What follows belongs to an exercise in optimizing a design on an open flow for small area, a short achievable clock period and few clock cycles per item; a production flow would make more cautious choices.
Function was checked by simulation only, so behaviour that the tests miss may differ from the original.
Power and IR drop assume default switching activity.

== juniper ==
==> flow/design.v <==
module sd_scoreboard_top
  (input         clk,
   input         reset,
   input         c_srdy,
   output reg    c_drdy,
   input         c_req_type,  
   input  [3:0]  c_txid,
   input  [31:0] c_mask,
   input  [31:0] c_data,
   input  [5:0]  c_itemid,
   output reg    p_srdy,
   input         p_drdy,
   output reg [3:0]  p_txid,
   output reg [31:0] p_data
   );
  integer i;
  reg        q_v;
  reg        q_wr;
  reg [3:0]  q_txid;
  reg [31:0] q_mask;
  reg [31:0] q_data;
  reg [5:0]  q_item;
  reg [63:0] q_sel;
  reg        q_fwd;    
  wire       take = c_srdy & c_drdy;
  wire       q_wv = q_v & q_wr;
  wire       q_rd = q_v & ~q_wr;
  wire       stall;    
  always @(posedge clk) begin
    if (reset)       q_v <= 1'b0;
    else if (!stall) q_v <= take;
    if (!stall) begin
      q_wr   <= c_req_type;
      q_txid <= c_txid;
      q_item <= c_itemid;
    end
    q_sel  <= 64'd1 << (stall ? q_item : c_itemid);
    q_mask <= c_mask;
    q_data <= c_data;
    q_fwd  <= q_wv & (c_itemid == q_item);
  end
  reg [31:0] mem [0:63];
  reg        w_v;       
  reg [5:0]  w_item;
  reg [63:0] w_hold;    
  reg [63:0] w_sel;
  reg [31:0] w_data;
  reg        r_v;       
  reg [3:0]  r_txid;
  always @*
    for (i = 0; i < 64; i = i + 1)
      w_sel[i] = w_v & (w_item == i);
  always @(posedge clk)
    for (i = 0; i < 64; i = i + 1)
      mem[i] <= (w_data & {32{w_sel[i]}}) | (mem[i] & {32{w_hold[i]}});
  wire [31:0] l1 [0:31];
  wire [31:0] l2 [0:7];
  wire [31:0] l3 [0:3];
  wire [31:0] rd_raw;
  genvar g;
  generate
    for (g = 0; g < 32; g = g + 1) begin : lv1
      sb_aoi22 u (.s0(q_sel[2*g]), .s1(q_sel[2*g+1]),
                  .m0(mem[2*g]), .m1(mem[2*g+1]), .y(l1[g]));
    end
    for (g = 0; g < 8; g = g + 1) begin : lv2
      sb_nand4 u (.a(l1[4*g]), .b(l1[4*g+1]), .c(l1[4*g+2]), .d(l1[4*g+3]),
                  .y(l2[g]));
    end
    for (g = 0; g < 4; g = g + 1) begin : lv3
      sb_nor2 u (.a(l2[2*g]), .b(l2[2*g+1]), .y(l3[g]));
    end
  endgenerate
  sb_nand4 lv4 (.a(l3[0]), .b(l3[1]), .c(l3[2]), .d(l3[3]), .y(rd_raw));
  wire [31:0] merged;
  sb_merge mrg (.fwd(q_fwd), .wd(w_data), .rd(rd_raw), .wr(q_wr),
                .mask(q_mask), .data(q_data), .merged(merged));
  always @(posedge clk) begin
    w_v    <= q_wv & ~reset;
    w_item <= q_item;
    w_hold <= ~(q_sel & {64{q_wv & ~reset}});
    w_data <= merged;
    r_v    <= q_rd & ~stall & ~reset;
    r_txid <= q_txid;
  end
  wire        pop = p_srdy & p_drdy;
  wire [35:0] nw  = {r_txid, w_data};
  reg         v1, v2;
  reg  [35:0] e1, e2;
  always @(posedge clk) begin
    if ((p_srdy & ~pop) == 1'b0)
      {p_txid, p_data} <= v1 ? e1 : nw;
    if ((v1 & ~pop) == 1'b0)
      e1 <= v2 ? e2 : nw;
    if ((v2 & ~pop) == 1'b0)
      e2 <= nw;
  end
  wire       up    = r_v & ~pop;
  wire       dn    = ~r_v & pop;
  wire       ge1_n = (p_srdy & (v1 | ~dn)) | up;
  wire       ge2_n = (v1 & (v2 | ~dn)) | (p_srdy & up);
  wire       ge3_n = (v2 & ~dn) | (v1 & up);
  wire       r_n   = q_rd & ~stall;
  wire       rd_n  = stall | (take & ~c_req_type);
  wire       hold_n = rd_n & (ge3_n | (r_n & ge2_n));
  reg        q_hold;     
  assign     stall = q_hold;
  always @(posedge clk) begin
    if (reset) begin
      p_srdy <= 1'b0;
      v1     <= 1'b0;
      v2     <= 1'b0;
      c_drdy <= 1'b1;
      q_hold <= 1'b0;
    end else begin
      p_srdy <= ge1_n;
      v1     <= ge2_n;
      v2     <= ge3_n;
      c_drdy <= ~hold_n;
      q_hold <= hold_n;
    end
  end
endmodule
module sb_aoi22
  (input         s0, s1,
   input  [31:0] m0, m1,
   output [31:0] y);
  assign y = ~((m0 & {32{s0}}) | (m1 & {32{s1}}));
endmodule
module sb_nand4
  (input  [31:0] a, b, c, d,
   output [31:0] y);
  assign y = ~(a & b & c & d);
endmodule
module sb_nor2
  (input  [31:0] a, b,
   output [31:0] y);
  assign y = ~(a | b);
endmodule
module sb_merge
  (input         fwd, wr,
   input  [31:0] wd, rd, mask, data,
   output [31:0] merged);
  wire [31:0] keep, early;
  sb_mprep prep (.fwd(fwd), .wr(wr), .wd(wd), .mask(mask), .data(data),
                 .keep(keep), .early(early));
  sb_ao21  ao   (.a(rd), .b(keep), .c(early), .y(merged));
endmodule
module sb_mprep
  (input         fwd, wr,
   input  [31:0] wd, mask, data,
   output [31:0] keep, early);
  wire [31:0] m = mask & {32{wr}};
  assign keep  = ~m & {32{~fwd}};
  assign early = (data & m) | (wd & ~m & {32{fwd}});
endmodule
module sb_ao21
  (input  [31:0] a, b, c,
   output [31:0] y);
  assign y = (a & b) | c;
endmodule
make LEC_CHECK=0 CAP_MARGIN=20 CORE_MARGIN=2 CORE_UTILIZATION=40 CTS_CLUSTER_DIAMETER=50 CTS_CLUSTER_SIZE=20 SETUP_SLACK_MARGIN=2.75 SLEW_MARGIN=20 SYNTH_HIERARCHICAL=1 finish   # period 5.0 ns
run.sh (not shown) runs the stock make flow with config.mk's settings and CLKGATE_MAP_FILE= SYNTH_SCRIPT=/design/flow/synth_recipe.tcl, a recipe that flattens the netlist after the stock synthesis.
Testbench counts of juniper, summed over its fixed seeds: cycles 12,024, requests 12,000.
Here is what was changed in the inputs of raven compared with juniper.
- swapping 2.75 for 2.55 in SETUP_SLACK_MARGIN
## What came out
raven vs juniper — total power dropped 0.45%. | worst hold slack | lower: juniper |. Diff raven..juniper | clock network area share | negligible. In the flow results for juniper and raven, the logic gate share of total power is smaller on raven. Compared with juniper, raven shows net switching power figure that has gone up slightly. Relative to juniper, global-route usage over all layers has gone down in raven.
Modified inputs, tundra compared to raven
- a change of SETUP_SLACK_MARGIN from 2.55 to 3.0
Findings:
- Share of the cycle needed by the critical path after routing was lower in the run labelled raven.
- Reported for tundra and raven, post-synth net total turned out identical to the last digit.
- Count of cell instances traversed by the critical path in tundra is 5 below raven.
- tundra -> raven: combined area of all synthesized cells delta 0, exact match
> inputs changed (tundra -> maple)
- changing SETUP_SLACK_MARGIN from 3.0 to 2.35
==> comparison <==
- Looking at worst setup path startpoint, the p_data[29] result is from tundra; the q_sel[11] one comes from maple.
- Compare tundra and maple | maximum achievable frequency higher: tundra
- Summary of the comparison: estimated wirelength of the detail-placed design is lower in maple, relative to tundra.
- On proportion of cell area occupied by multi-input gates, tundra and maple are basically level.

[port drivers added, routing unchanged]
How much do the figures lean on ideal ports? The routed layouts below were timed once more, with nothing changed but the port constraints.
Step 1 assumes that a clkbuf_16 drives the clock port and a buf_2 every other input.
Step 2 adds t to the input delays and takes it off the output delays; t is the mean of the earliest and latest rising clock arrival at the registers after step 1. Input paths then give back, and output paths get back, about the clock's delay inside the block.
Three values: ideal, step 1, step 2; two values: the first two.
run | t (ns) | setup slack, ns | worst hold slack (ns) | cell pins on the clock port's net
juniper | 0.969 | 2.498 / 2.425 / 1.927 | 0.343 / 0.343 / 0.343 | 1
raven | 0.967 | 2.408 / 2.408 / 1.674 | 0.350 / 0.350 / 0.350 | 1
tundra | 0.961 | 2.379 / 2.282 / 2.097 | 0.311 / 0.311 / 0.311 | 1
maple | 0.963 | 2.228 / 2.228 / 1.627 | 0.349 / 0.349 / 0.349 | 1
After both steps setup and hold are still met in every run listed. For raven, which loses most, drivers alone change the setup slack by 0.000 ns; drivers and shift together by -0.734 ns.
